What follows belongs to an exercise in optimizing a design on an open flow for a short achievable clock period and few clock cycles; a production flow would make more cautious choices.
Only simulation tests tie the RTL to the original design; equivalence was not proved.
Power is estimated from default activity; no workload was simulated.

File: flow/config.mk
export PLATFORM = sky130hd
export DESIGN_NAME = MCPU
export DESIGN_NICKNAME = MCPU
export VERILOG_FILES = /design/flow/design.v
export SDC_FILE = /design/flow/constraint.sdc
export NUM_CORES = 8
export LEC_CHECK = 0
export CAP_MARGIN = 20
export CORE_MARGIN = 2
export CORE_UTILIZATION = 30
export SETUP_SLACK_MARGIN = 5
export SLEW_MARGIN = 20
File: flow/constraint.sdc
create_clock -name core_clock -period 10.0 [get_ports {clk}]
set_input_delay 2.0000 -clock core_clock [delete_from_list [all_inputs] [get_ports {clk}]]
set_output_delay 2.0000 -clock core_clock [all_outputs]
set_load 0.01 [all_outputs]
File: flow/design.v
module ALU(
    input [31:0] a, b, pass,
    input [4:0] shamt,
    input sub,
    input s_add, s_slt, s_and, s_or, s_xor, s_nor, s_sll, s_srl, s_pass,
    output [31:0] res,
    output [31:0] sum,
    output eq
);
    wire [31:0] bx = sub ? ~b : b;
    assign sum = a + bx + {31'd0, sub};
    wire lt = (a[31] ^ b[31]) ? a[31] : sum[31];
    assign eq = (a == b);
    wire [31:0] sl = b << shamt;
    wire [31:0] sr = b >> shamt;
    assign res = ({32{s_add}} & sum)
               | ({32{s_slt}} & {31'd0, lt})
               | ({32{s_and}} & (a & b))
               | ({32{s_or }} & (a | b))
               | ({32{s_xor}} & (a ^ b))
               | ({32{s_nor}} & ~(a | b))
               | ({32{s_sll}} & sl)
               | ({32{s_srl}} & sr)
               | ({32{s_pass}} & pass);
endmodule
module Regs(
    input clk, rst, we,
    input [4:0] ra, rb, wa,
    input [31:0] wd,
    output [31:0] qa, qb
);
    reg [31:0] r [1:31];
    integer i;
    assign qa = (ra == 5'd0) ? 32'd0 : r[ra];
    assign qb = (rb == 5'd0) ? 32'd0 : r[rb];
    always @(posedge clk or posedge rst) begin
        if (rst) begin
            for (i = 1; i < 32; i = i + 1) r[i] <= 32'd0;
        end else if (we && wa != 5'd0) begin
            r[wa] <= wd;
        end
    end
endmodule
module MCPU(
    input clk,
    input reset,
    input [31:0] Data_in,
    output mem_w,
    output [31:0] Data_out,
    output [31:0] Addr_out
);
    reg [31:0] pc;           
    reg [31:0] ras;          
    reg        fd_v;
    reg [31:0] fd_ir;
    reg [31:0] fd_pc4;
    reg        fd_redir;     
    reg [31:0] fd_tgt;
    reg        de_v;
    reg [31:0] de_a, de_b, de_imm, de_sd;
    reg        de_fa, de_fb, de_fs;
    reg        de_sub, de_add, de_slt, de_and, de_or, de_xor, de_nor, de_sll, de_srl, de_pass;
    reg        de_shv;
    reg [4:0]  de_sh;
    reg [4:0]  de_rd;
    reg        de_wr, de_load, de_store, de_br, de_bne, de_pt, de_jr;
    reg [31:0] de_pred, de_alt;
    reg        em_v;
    reg [31:0] em_res, em_sd;
    reg [4:0]  em_rd;
    reg        em_wr, em_load, em_store;
    reg        em_redir;
    reg [31:0] em_tgt;
    wire fd_go = fd_v & fd_redir;
    wire [31:0] fetch_addr = em_redir ? em_tgt : (fd_go ? fd_tgt : pc);
    wire port_busy = em_v & (em_load | em_store);
    assign Addr_out = port_busy ? em_res : fetch_addr;
    assign mem_w = em_v & em_store;
    assign Data_out = em_sd;
    wire [31:0] f_pc4 = fetch_addr + 32'd4;
    wire [5:0]  f_op = Data_in[31:26];
    wire [5:0]  f_fn = Data_in[5:0];
    wire        f_j  = (f_op == 6'h02) | (f_op == 6'h03);
    wire        f_br = (f_op == 6'h04) | (f_op == 6'h05);
    wire        f_jr = (f_op == 6'h00) & (f_fn == 6'h08);
    wire        f_same = (Data_in[25:21] == Data_in[20:16]);
    wire        f_brt = f_same ? ~f_op[0] : (Data_in[15] | f_op[0]);
    wire [31:0] f_btgt = f_pc4 + {{14{Data_in[15]}}, Data_in[15:0], 2'b00};
    wire [31:0] f_jtgt = {f_pc4[31:28], Data_in[25:0], 2'b00};
    wire [5:0] op = fd_ir[31:26];
    wire [5:0] fn = fd_ir[5:0];
    wire [4:0] rs = fd_ir[25:21];
    wire [4:0] rt = fd_ir[20:16];
    wire [4:0] rd = fd_ir[15:11];
    wire [15:0] imm = fd_ir[15:0];
    wire [31:0] sx = {{16{imm[15]}}, imm};
    wire [31:0] zx = {16'd0, imm};
    wire isR    = (op == 6'h00);
    wire r_add  = isR & ((fn == 6'h20) | (fn == 6'h21));
    wire r_sub  = isR & ((fn == 6'h22) | (fn == 6'h23));
    wire r_and  = isR & (fn == 6'h24);
    wire r_or   = isR & (fn == 6'h25);
    wire r_xor  = isR & (fn == 6'h26);
    wire r_nor  = isR & (fn == 6'h27);
    wire r_slt  = isR & (fn == 6'h2a);
    wire r_sll  = isR & (fn == 6'h00);
    wire r_srl  = isR & (fn == 6'h02);
    wire r_sllv = isR & (fn == 6'h04);
    wire r_srlv = isR & (fn == 6'h06);
    wire r_jr   = isR & (fn == 6'h08);
    wire r_jalr = isR & (fn == 6'h09);
    wire r_known = r_add | r_sub | r_and | r_or | r_xor | r_nor | r_slt |
                   r_sll | r_srl | r_sllv | r_srlv | r_jr | r_jalr;
    wire r_other = isR & ~r_known;      
    wire i_addi = (op == 6'h08);
    wire i_slti = (op == 6'h0a);
    wire i_andi = (op == 6'h0c);
    wire i_ori  = (op == 6'h0d);
    wire i_xori = (op == 6'h0e);
    wire i_lui  = (op == 6'h0f);
    wire i_lw   = (op == 6'h23);
    wire i_sw   = (op == 6'h2b);
    wire i_beq  = (op == 6'h04);
    wire i_bne  = (op == 6'h05);
    wire i_j    = (op == 6'h02);
    wire i_jal  = (op == 6'h03);
    wire link   = i_jal | r_jalr;
    wire wr_rd  = isR & ~r_jr & ~r_jalr;
    wire wr_rt  = i_addi | i_slti | i_andi | i_ori | i_xori | i_lui | i_lw;
    wire [4:0] dest = link ? 5'd31 : (wr_rd ? rd : rt);
    wire d_wr   = (link | wr_rd | wr_rt) & (dest != 5'd0);
    wire use_rs = (isR & ~r_sll & ~r_srl) | i_addi | i_slti | i_andi | i_ori | i_xori |
                  i_lw | i_sw | i_beq | i_bne;
    wire use_rt = isR | i_sw | i_beq | i_bne;
    wire use_imm = i_addi | i_slti | i_andi | i_ori | i_xori | i_lw | i_sw;
    wire imm_zx = i_andi | i_ori | i_xori;
    wire [31:0] rf_a, rf_b;
    wire m_we = em_v & em_wr;
    wire [31:0] m_wd = em_load ? Data_in : em_res;
    Regs regs (.clk(clk), .rst(reset), .we(m_we), .ra(rs), .rb(rt), .wa(em_rd),
               .wd(m_wd), .qa(rf_a), .qb(rf_b));
    wire [31:0] rs_val = (m_we && em_rd == rs) ? m_wd : rf_a;
    wire [31:0] rt_val = (m_we && em_rd == rt) ? m_wd : rf_b;
    wire e_wr_rs = de_v & de_wr & (de_rd == rs);
    wire e_wr_rt = de_v & de_wr & (de_rd == rt);
    wire d_stall = fd_v & de_v & de_load & ((use_rs & e_wr_rs) | (use_rt & e_wr_rt));
    wire [31:0] fa = de_fa ? em_res : de_a;
    wire [31:0] fb = de_fb ? em_res : de_b;
    wire [31:0] fs = de_fs ? em_res : de_sd;
    wire [31:0] e_res, e_sum;
    wire e_eq;
    ALU alu (.a(fa), .b(fb), .pass(de_imm), .shamt(de_shv ? fa[4:0] : de_sh),
             .sub(de_sub), .s_add(de_add), .s_slt(de_slt), .s_and(de_and), .s_or(de_or),
             .s_xor(de_xor), .s_nor(de_nor), .s_sll(de_sll), .s_srl(de_srl), .s_pass(de_pass),
             .res(e_res), .sum(e_sum), .eq(e_eq));
    wire e_taken = de_bne ? ~e_eq : e_eq;
    wire e_misp = de_v & ((de_br & (e_taken != de_pt)) | (de_jr & (e_sum != de_pred)));
    always @(posedge clk or posedge reset) begin
        if (reset) begin
            pc <= 32'd0;
            ras <= 32'd0;
            fd_v <= 1'b0;
            fd_ir <= 32'd0;
            fd_pc4 <= 32'd0;
            fd_redir <= 1'b0;
            fd_tgt <= 32'd0;
            de_v <= 1'b0;
            em_v <= 1'b0;
            em_redir <= 1'b0;
        end else begin
            if (~d_stall) begin
                fd_v <= ~port_busy & ~e_misp;
                fd_ir <= Data_in;
                fd_pc4 <= f_pc4;
                fd_redir <= f_j | (f_br & f_brt) | f_jr;
                fd_tgt <= f_jr ? ras : (f_j ? f_jtgt : f_btgt);
            end
            pc <= (d_stall | port_busy) ? fetch_addr : f_pc4;
            if (fd_v & ~d_stall & link) ras <= fd_pc4;
            de_v <= fd_v & ~d_stall & ~e_misp;
            em_v <= de_v;
            em_redir <= e_misp;
        end
    end
    always @(posedge clk) begin
        de_a <= rs_val;
        de_b <= use_imm ? (imm_zx ? zx : sx) : rt_val;
        de_fa <= e_wr_rs;
        de_fb <= e_wr_rt & ~use_imm;
        de_sd <= rt_val;
        de_fs <= e_wr_rt;
        de_imm <= i_lui ? {imm, 16'd0} : fd_pc4;
        de_sub <= r_sub | r_slt | i_slti;
        de_add <= r_add | r_sub | r_other | i_addi | i_lw | i_sw;
        de_slt <= r_slt | i_slti;
        de_and <= r_and | i_andi;
        de_or  <= r_or | i_ori;
        de_xor <= r_xor | i_xori;
        de_nor <= r_nor;
        de_sll <= r_sll | r_sllv;
        de_srl <= r_srl | r_srlv;
        de_pass <= i_lui | link;
        de_shv <= r_sllv | r_srlv;
        de_sh <= fd_ir[10:6];
        de_rd <= dest;
        de_wr <= d_wr;
        de_load <= i_lw;
        de_store <= i_sw;
        de_br <= i_beq | i_bne;
        de_bne <= i_bne;
        de_pt <= fd_redir;
        de_jr <= r_jr | r_jalr;
        de_pred <= fd_redir ? fd_tgt : fd_pc4;
        de_alt <= fd_redir ? fd_pc4 : fd_tgt;
        em_res <= e_res;
        em_sd <= fs;
        em_rd <= de_rd;
        em_wr <= de_wr;
        em_load <= de_load;
        em_store <= de_store;
        em_tgt <= de_br ? de_alt : e_sum;
    end
endmodule
File: flow/run.sh
#!/bin/bash
# synth_recipe.tcl (not shown) runs the flow's synth.tcl, then flattens the netlist and writes it again
# the make line also repeats each setting of config.mk as NAME=value (left out here)
make -C /OpenROAD-flow-scripts/flow DESIGN_CONFIG=/design/flow/config.mk WORK_HOME=/design/flow/orfs CLKGATE_MAP_FILE= SYNTH_SCRIPT=/design/flow/synth_recipe.tcl finish
==> run notes <==
* Outcome: finished clean
* Pin count of the biggest net entering global routing at 187
* Clock Tree Buf Depth at 3
* Routed Wire Length at 391 mm
* R2r startpoint: fd_redir$_DFFE_PP0N_
* Register area at 0.0355 mm²
* Via count at 74,700
* Dpl ws at 3580 ps
* Final worst-path cycle share at 51.1%
* Worst path slowest cell: dfrtp_4
* Leakage power total at 35.2 nW
* Area contributors post-synth: dfrtp_1 38%, dfxtp_1 8.7%, a21oi_1 6.0%
* Sum Neg Setup Slack at 0 ps
* Count of cells along the worst hold path at 0
* Most frequent cells after synthesis: 1,157 x dfrtp_1, 938 x nor2_1, 911 x a21oi_1
* Total global routing track utilization at 29.1%
* Type of the most critical hold path: reg -> reg
* Maximum level of the CTS H-tree at 4
* Layout cells sized above 1 at 13.9%
* Post-synthesis instance total at 8,313
* Vias in the first global route at 68,500
* Number of warnings printed during yosys synthesis at 3
* TritonCTS clock tree: yes
* DRC viols at 0
* Die height at 506 µm
* Capturing element type of the critical path: register
* Number of filler cells placed in the layout at 25,200
* Die width at 506 µm
* Share of the synthesized area in the top cell type at 38.3%
* Total congestion overflow after global routing at 0
* Net count, final at 8,326
* DRC violation total after the first TritonRoute iteration at 14,300
* Post-detail-place hpwl at 239 mm
* Maximum single-stage delay on the critical path at 510 ps
* Mean routed wirelength per cell at 33.5 µm
* Cell taking the most area after synthesis: dfrtp_1
* Arrival time at the worst endpoint at 5840 ps
* Root cell of the clock tree: clkbuf_16
* Final setup violation count at 0
* WHS Endpoint: em_store$_DFF_P_
* First-pass iteration count of the detailed router at 13
* Max-cap check violation count at 0
* Most numerous cell on the critical path: buf_4
* Net Count, Synth at 8,473
* Die ar. at 0.256 mm²
* Final worst path period need at 5110 ps
* Sw Ratio at 36.7%
* Post-Synth XOR/XNOR Area at 2.22%
* First-pass GRT wire length at 538 mm
* Hold Fails Final Rpt at 0
* Critical Path RT at 10,730 ps
* Antenna violations before repair at 33
* Power per cell area at 238 mW/mm²
* Worst Slack Setup Final at 4890 ps
* Transition time at the pin with the least slew margin at 1290 ps
* Worst setup path category: reg -> reg
* Clock buffers created by TritonCTS at 159
* Worst hold margin at 343 ps
* R2R setup slack at 4890 ps
* Worst-case clock skew at 78.8 ps
* Row cnt at 184
* Relative contribution of the clock network to total power at 30.8%
* Core outline area at 0.251 mm²
* Max transition margin at 13.1%
* Via density per instance at 6.40
* Simple-gate share of the synthesized area at 14.5%
* Largest voltage drop on the vdd net at 0.000183 V
* Unrepaired setup endpoints after global routing: true
* Synthesized-area fraction occupied by ao, oa, aoi and oai cells at 23.7%
* Later-pin clock latency in the skew report at 870 ps
* Netlist Area Pre-Place at 0.0757 mm²
* Count of cell types in the netlist at 94
* Sequential share of power at 40.6%
* Cell family contributing the most delay on the critical path: compound AO/OA/AOI/OAI gates
* Int Pwr at 13.4 mW
* Share of synthesized area spent on multiplexers at 6.49%
* Buffers added on ports at 98
* Cells along the critical path: buf_6 -> buf_16 -> nand2_8 -> mux2_2 -> mux2i_4 -> buf_4 -> buf_4 -> nor2_1 -> nand2_1 -> xor2_2 -> ha_1 -> and2_1 -> a221o_1 -> a41oi_1 -> buf_4 -> o211ai_1 -> a21bo_2 -> a41o_1 -> mux2i_2 -> a21oi_1 -> or3b_1 -> a21oi_2
* Share of synthesized cell area in full adder, half adder and majority cells at 2.10%
* EDFF count, synth at 0
* Number of sinks handled by clock tree synthesis at 1,484
* Post-layout total power at 21.2 mW
* Top_reg_cell synth: dfrtp_1
* Ports placed on the boundary at 99
* Synth-to-Final Area Change at 17.5%
* Reg-to-Reg End: fd_tgt[31]$_DFFE_PP0N_
* Post-synthesis sequential area ratio at 46.9%
* CP Max Fanout at 26
* Worst setup path start: fd_redir$_DFFE_PP0N_
* Count of pins over their slew limit at 0
* Relative contribution of combinational cells to total power at 28.7%
* Max Fclk at 196 MHz
* Worst Reg2Reg Path Length in Cells at 22
* Start point of the worst min-delay path: de_store$_DFF_P_
* Effective utilization at floorplan at 30.1%
* Flip-flop and latch count after synthesis at 1,484
* Total area of multi-input combinational cells at 0.0390 mm²
* Synth async-reset ratio at 78.0%
* Buffering stage count on the worst path with inverters included at 5
* Number of nets still failing antenna checks after routing at 0
* Synth Area per Inst at 9.10 µm²
* Gp weighted congestion at 0.960
* Net Sw Power at 7.76 mW
* Register clock-pin slew on the reported worst setup and hold paths at 70 ps
* Largest family of logic cells by synthesized area: compound AO/OA/AOI/OAI gates
* Cell with the most instances after synthesis: dfrtp_1
* Critical path launch point type: register
-- worst max path at each step --
stage,end,depth (start not counted)
2_1_floorplan,de_v$_DFF_PP0_,1
3_3_place_gp,fd_tgt[26]$_DFFE_PP0N_,19
3_5_place_dp,fd_tgt[28]$_DFFE_PP0N_,19
4_1_cts,Addr_out[1],7
5_1_grt,fd_tgt[31]$_DFFE_PP0N_,21
6_report,fd_tgt[31]$_DFFE_PP0N_,22
-- area by class of cell --
| type | instances | area share (%) |
|---|---|---|
| antenna | 21 | 0.0591 |
| clock buffer | 225 | 5.29 |
| clock inverter | 74 | 1.16 |
| inverter | 109 | 0.470 |
| multi-input combinational | 6004 | 43.9 |
| sequential | 1484 | 40.0 |
| tap | 3348 | 4.71 |
| timing repair buffer | 408 | 4.41 |
-- power groups by stage --
stage	Clock (mW)	Sequential (mW)	Combinational [mW]
floorplan	0	8.08	3.67
global placement	0	8.55	5.46
detailed placement	0	8.57	5.53
CTS	6.52	8.49	5.72
global route	6.78	8.67	6.49
finish	6.51	8.58	6.07
-- registers in the layout, summed over array words and instances, names as in the netlist, 5 cells and up --
register / flops
de_a: 32
de_alt: 32
de_b: 32
de_imm: 32
de_pred: 32
de_rd: 5
de_sd: 32
de_sh: 5
em_rd: 5
em_res: 32
em_sd: 32
em_tgt: 32
fd_ir: 32
fd_pc4: 32
fd_tgt: 32
pc: 32
ras: 32
regs.r: 992
-- kinds of logic after synthesis --
kind of cell,count (synthesis)
AOI/OAI and AO/OA,2751
xor gates and xnor gates,181
adders and majority gates,126
buffers and inverters,825
DFF,1484
muxes,460
and+or+nand+nor,2486
-- layer usage --
layer	wire, µm	global-route usage, %	up-vias
met4	28300	16.0	36
met1	148000	37.3	36400
met5	530	0.185	-
met3	56500	12.4	1805
li1	-	-	30100
met2	157000	40.9	6380
-- worst reg2reg max path, cell delays in order (launching register included) --
cell	delay [ps]
dfrtp_4	510
buf_6	170
buf_16	170
nand2_8	180
mux2_2	380
mux2i_4	170
buf_4	140
buf_4	140
nor2_1	40
nand2_1	160
xor2_2	170
ha_1	290
and2_1	200
a221o_1	330
a41oi_1	170
buf_4	170
o211ai_1	160
a21bo_2	290
a41o_1	280
mux2i_2	240
a21oi_1	90
or3b_1	420
a21oi_2	120
-- placed cells by master (no fill, tap or decap), types with 25 or more instances in the layout --
master              n
dfrtp_1          1151
nand2_1           838
mux2i_4            27
nor2b_1            34
clkbuf_8           37
or3_1              32
buf_4             268
and3_1             47
dfxtp_1           317
inv_1             104
or4_1              29
a211oi_1           25
clkinv_2           27
mux2_2            240
a22o_1            168
a21oi_1           898
nor3_1             62
a21o_1             34
o21ai_0           513
o211ai_1           45
nor4_1             27
mux2i_1           157
a22oi_1           510
nand3_1           171
nor2_4             82
ha_1              119
a222oi_1           94
xor2_1             50
clkdlybuf4s50_1    76
nand2b_1           42
clkbuf_16         169
nor2_1            852
nand4_1           139
a221oi_1          174
mux2i_2            33
xnor2_1           117
-- stage by stage --
| step | util (%) | area, µm² | cells |
|---|---|---|---|
| after floorplan | - | 75700 | 8313 |
| after global placement | 32.2 | 81000 | 11300 |
| after detailed placement | 32.3 | 81100 | 11300 |
| after CTS | 34.9 | 87700 | 11600 |
| after global routing | 35.4 | 88800 | 11700 |
| final | 35.4 | 88900 | 11700 |
-- what timing repair did --
item | in CTS | in global routing
pin swaps | 11 | 35
gates cloned | 1 | 5
setup buffers | 21 | 40
hold buffers | 0 | 0
endpoints found under the setup margin | 62 | 44
resized for setup | 155 | 116
endpoints found under the hold margin | 0 | 0
Testbench counts, summed over its fixed seeds: cycles 185,241.

## separate check: timing with driven ports
In the flow no input, the clock included, has a driving cell. The finished layout below was timed again as built, in two steps.
Step 1 (the two cells are an assumption about what drives the block):
set clk [get_ports {clk}]
set_driving_cell -lib_cell sky130_fd_sc_hd__clkbuf_16 $clk
set_driving_cell -lib_cell sky130_fd_sc_hd__buf_2 [delete_from_list [all_inputs] $clk]
Step 2 moves the port delays by t, midway between the first and last clock arrival at a register: inputs arrive t later, outputs are due t later. That takes back most of the time a late clock gives input paths.
Three values: ideal ports, drivers, drivers and shift; two values: the first two.
t (ns): 0.917
setup slack, ns: 4.894 / 4.864 / 4.132
worst data-port slew with drivers (ns): 0.09
After both steps setup and hold are still met in this run. For this run, drivers alone change the setup slack by -0.030 ns; drivers and shift together by -0.762 ns.
